Source: an optimization exercise on an open RTL-to-GDS flow (aim: small area, a short achievable clock period and few clock cycles). Production flows keep margins and buffers that such runs may drop. At most, simulation tests tie the RTL to the original design; equivalence was not proved. Power is estimated from default activity; no workload was simulated.

==> flow/design.v <==
module accumulator (
    input wire clk,            
    input wire rst,            
    input wire ld_ac,          
    input wire [7:0] data_in,  
    output reg [7:0] acc_out   
);
    always @(posedge clk or posedge rst) begin
        if (rst)
            acc_out <= 8'h00;
        else if (ld_ac)
            acc_out <= data_in;
    end
endmodule
module address_mux (
    input wire dbg,
    input wire [4:0] pc,
    input wire [4:0] dbg_addr,
    output wire [4:0] faddr
);
    assign faddr = dbg ? dbg_addr : pc;
endmodule
module alu (
    input wire [7:0] in_a,        
    input wire [7:0] in_b,        
    input wire [2:0] opcode,
    output reg [7:0] alu_out
);
    always @(*) begin
        case (opcode)
            3'd2: alu_out = in_a + in_b;    
            3'd3: alu_out = in_a & in_b;    
            3'd4: alu_out = in_a ^ in_b;    
            default: alu_out = in_b;        
        endcase
    end
endmodule
module controller (
    input wire clk,
    input wire rst,
    input wire [2:0] opcode,       
    input wire [4:0] operand,
    input wire [7:0] acc_next,
    input wire [7:0] acc,
    input wire [4:0] pc,
    input wire [4:0] sto_addr,     
    output reg [2:0] eop,          
    output reg halt,               
    output wire load0,             
    output wire ld_ac,             
    output wire wr,                
    output wire is_jmp,            
    output wire dbg_sel,           
    output wire fwd_r,             
    output wire fwd_e,             
    output wire fwd_o,             
    output wire r_sto              
);
    localparam [2:0]
        HLT = 3'd0, SKZ = 3'd1, ADD = 3'd2, AND = 3'd3,
        XOR = 3'd4, LDA = 3'd5, STO = 3'd6, NOP = 3'd7;
    reg run, ld, accz;
    reg e_ld, e_sto, e_skz;
    wire valid = run | ld;
    assign load0 = rst | ~valid;
    assign ld_ac = e_ld;
    assign wr    = e_sto;
    wire   annul = e_skz & accz;                  
    wire   r_ok  = valid & ~annul & ~halt;        
    assign is_jmp  = r_ok & (opcode == NOP);
    assign r_sto   = r_ok & (opcode == STO);
    assign dbg_sel = halt;
    assign fwd_r = r_sto & (pc == operand);
    assign fwd_e = wr & (pc == sto_addr);
    assign fwd_o = wr & (operand == sto_addr);
    always @(posedge clk or posedge rst) begin
        if (rst) begin
            run   <= 1'b0;
            halt  <= 1'b0;
            e_ld  <= 1'b0;
            e_sto <= 1'b0;
            e_skz <= 1'b0;
        end else begin
            run   <= 1'b1;
            if (!halt) begin
                halt  <= r_ok & (opcode == HLT);
                e_ld  <= r_ok & (opcode == ADD || opcode == AND ||
                                 opcode == XOR || opcode == LDA);
                e_sto <= r_ok & (opcode == STO);
                e_skz <= r_ok & (opcode == SKZ);
            end
        end
    end
    always @(posedge clk) begin
        ld   <= load0;
        accz <= load0 | (acc_next == 8'h00);
        eop <= opcode;
    end
endmodule
module instruction_reg (
    input wire clk,
    input wire load0,
    input wire prog_fwd,         
    input wire [7:0] prog_data,
    input wire [7:0] mem0,
    input wire fwd_r,
    input wire [7:0] acc_next,
    input wire fwd_e,
    input wire [7:0] acc,
    input wire [7:0] fdata,
    input wire jmp,              
    input wire r_sto,
    input wire fwd_o,
    input wire [7:0] odata,
    output reg [7:0] ir,
    output reg [7:0] opr
);
    wire s_load = load0;
    wire s_acc  = ~load0 & (jmp ? fwd_o : (fwd_r | fwd_e));
    wire s_odat = ~load0 & jmp & ~fwd_o;
    wire s_fdat = ~load0 & ~jmp & ~fwd_r & ~fwd_e;
    wire [7:0] ldata = prog_fwd ? prog_data : mem0;
    always @(posedge clk)
        ir <= ({8{s_load}} & ldata) | ({8{s_acc}} & acc_next) |
              ({8{s_odat}} & odata) | ({8{s_fdat}} & fdata);
    wire o_acc = ~r_sto & fwd_o;
    wire o_dat = ~r_sto & ~fwd_o;
    always @(posedge clk)
        opr <= ({8{r_sto}} & {3'b000, ir[4:0]}) | ({8{o_acc}} & acc) |
               ({8{o_dat}} & odata);
endmodule
module memory (
    input wire clk,
    input wire wr,
    input wire [4:0] waddr,
    input wire [7:0] wdata,
    input wire prog_we,
    input wire [4:0] prog_addr,
    input wire [7:0] prog_data,
    input wire [4:0] faddr,
    output wire [7:0] fdata,
    input wire [4:0] oaddr,
    output wire [7:0] odata,
    output wire [7:0] mem0
);
    reg [7:0] mem [0:31];
    always @(posedge clk) begin
        if (prog_we)
            mem[prog_addr] <= prog_data;
        else if (wr)
            mem[waddr] <= wdata;
    end
    assign fdata = mem[faddr];
    assign odata = mem[oaddr];
    assign mem0  = mem[0];
endmodule
module program_counter (
    input wire clk,
    input wire load0,           
    input wire jmp,
    input wire [4:0] operand,   
    output reg [4:0] pc         
);
    always @(posedge clk) begin
        if (load0)
            pc <= 5'd1;
        else
            pc <= (jmp ? operand : pc) + 5'd1;
    end
endmodule
module cpu_top (
    input wire clk,           
    input wire rst,           
    input wire prog_we,       
    input wire [4:0] prog_addr,  
    input wire [7:0] prog_data,  
    input wire [4:0] dbg_addr,   
    output wire halt,         
    output wire [7:0] accum,  
    output wire [7:0] dbg_data   
);
    wire [7:0] ir;            
    wire [4:0] pc;            
    wire [7:0] acc, acc_next, opr;
    wire [2:0] eop;           
    wire [2:0] opcode  = ir[7:5];
    wire [4:0] operand = ir[4:0];
    wire load0, ld_ac, wr, is_jmp, dbg_sel;
    wire fwd_r, fwd_e, fwd_o, r_sto;
    wire [4:0] faddr;
    wire [7:0] fdata, odata, mem0, alu_out;
    controller ctrl (
        .clk(clk), .rst(rst), .opcode(opcode), .operand(operand),
        .acc_next(acc_next), .acc(acc), .pc(pc), .sto_addr(opr[4:0]),
        .eop(eop), .halt(halt), .load0(load0), .ld_ac(ld_ac),
        .wr(wr), .is_jmp(is_jmp), .dbg_sel(dbg_sel),
        .fwd_r(fwd_r), .fwd_e(fwd_e), .fwd_o(fwd_o), .r_sto(r_sto)
    );
    address_mux amux (
        .dbg(dbg_sel), .pc(pc), .dbg_addr(dbg_addr), .faddr(faddr)
    );
    program_counter pcr (
        .clk(clk), .load0(load0), .jmp(is_jmp), .operand(operand),
        .pc(pc)
    );
    memory mem (
        .clk(clk), .wr(wr), .waddr(opr[4:0]), .wdata(acc),
        .prog_we(prog_we), .prog_addr(prog_addr), .prog_data(prog_data),
        .faddr(faddr), .fdata(fdata), .oaddr(operand), .odata(odata),
        .mem0(mem0)
    );
    instruction_reg irr (
        .clk(clk), .load0(load0), .prog_fwd(prog_we && prog_addr == 5'd0),
        .prog_data(prog_data), .mem0(mem0),
        .fwd_r(fwd_r), .acc_next(acc_next), .fwd_e(fwd_e), .acc(acc),
        .fdata(fdata), .jmp(is_jmp), .r_sto(r_sto), .fwd_o(fwd_o), .odata(odata),
        .ir(ir), .opr(opr)
    );
    alu alu_inst (
        .in_a(acc), .in_b(opr), .opcode(eop), .alu_out(alu_out)
    );
    assign acc_next = ld_ac ? alu_out : acc;
    accumulator accr (
        .clk(clk), .rst(rst), .ld_ac(ld_ac), .data_in(alu_out), .acc_out(acc)
    );
    assign accum = acc;
    assign dbg_data = ir;
endmodule
export LEC_CHECK = 0
export ABC_CLOCK_PERIOD_IN_PS = 2000
export CAP_MARGIN = 20
export CORE_MARGIN = 2
export CORE_UTILIZATION = 40
export CTS_CLUSTER_DIAMETER = 100
export CTS_CLUSTER_SIZE = 24
export SETUP_SLACK_MARGIN = 2.5
export SLEW_MARGIN = 20
create_clock -name core_clock -period 5.0 [get_ports {clk}]
standard.sh (not shown) runs the stock make flow with config.mk's settings and CLKGATE_MAP_FILE= SYNTH_SCRIPT=/design/flow/synth_recipe.tcl, a recipe that flattens the netlist after the stock synthesis.
==> flow/flow/run.sh <==
#!/bin/bash
# Standard layout, with plain buffers (buf_2) instead of delay cells on the ports.
set -euo pipefail
export BUFFER_PORTS_ARGS="-buffer_cell sky130_fd_sc_hd__buf_2"
bash standard.sh > standard.log 2>&1
Testbench counts at the start, summed over its fixed seeds: cycles 33,875.
Rerun with:
--- a/flow/design.v
+++ b/flow/design.v
@@ -47,13 +47,13 @@
     output reg [2:0] eop,          
     output reg halt,               
     output wire load0,             
     output wire ld_ac,             
     output wire wr,                
     output wire is_jmp,            
-    output wire dbg_sel,           
+    output reg dbg_sel,            
     output wire fwd_r,             
     output wire fwd_e,             
     output wire fwd_o,             
     output wire r_sto              
 );
     localparam [2:0]
@@ -66,13 +66,12 @@
     assign ld_ac = e_ld;
     assign wr    = e_sto;
     wire   annul = e_skz & accz;                  
     wire   r_ok  = valid & ~annul & ~halt;        
     assign is_jmp  = r_ok & (opcode == NOP);
     assign r_sto   = r_ok & (opcode == STO);
-    assign dbg_sel = halt;
     assign fwd_r = r_sto & (pc == operand);
     assign fwd_e = wr & (pc == sto_addr);
     assign fwd_o = wr & (operand == sto_addr);
     always @(posedge clk or posedge rst) begin
         if (rst) begin
             run   <= 1'b0;
@@ -90,12 +89,13 @@
                 e_skz <= r_ok & (opcode == SKZ);
             end
         end
     end
     always @(posedge clk) begin
         ld   <= load0;
+        dbg_sel <= ~load0 & (halt | (r_ok & (opcode == HLT)));
         accz <= load0 | (acc_next == 8'h00);
         eop <= opcode;
     end
 endmodule
 module instruction_reg (
     input wire clk,
@@ -221,8 +221,11 @@
     );
     assign acc_next = ld_ac ? alu_out : acc;
     accumulator accr (
         .clk(clk), .rst(rst), .ld_ac(ld_ac), .data_in(alu_out), .acc_out(acc)
     );
     assign accum = acc;
-    assign dbg_data = ir;
-endmodule
+    reg [7:0] dbg_q;
+    always @(posedge clk)
+        dbg_q <= fdata;
+    assign dbg_data = dbg_q;
+endmodule
=> Register-to-register slack degrades by 50 ps. Total power rose by roughly a tenth. Synthesized cell count shrinks by a few percent. Synthesized area drops slightly. Final area goes up by a few percent.
Only the layout flow was run in the second run of this note; the RTL was not checked for function there.

## re-timing with driven ports
The flow's constraints put no driver on any port. The routed layouts listed below were extracted and timed again, unchanged, in two steps. Step 1, drivers: a clkbuf_16 drives clk and a buf_2 each remaining input, both assumed. Step 2, shift: input delay + t, output delay - t, t = (earliest + latest rising clock arrival at the registers) / 2. This alone moves slack from input paths to output paths. a / b / c = ideal ports / drivers / drivers and shift; a / b = the first two.
| run | shift t [ns] | setup slack, ns | pins driven straight from the clock port |
|---|---|---|---|
| the first run | 0.571 | 2.460 / 2.460 / 1.942 | 1 |
| the second run | 0.562 | 2.346 / 2.346 / 1.783 | 1 |
After both steps every run listed still meets setup and hold. The setup slack of the second run, which loses most, moves by 0.000 ns with the drivers and by -0.563 ns with both steps.
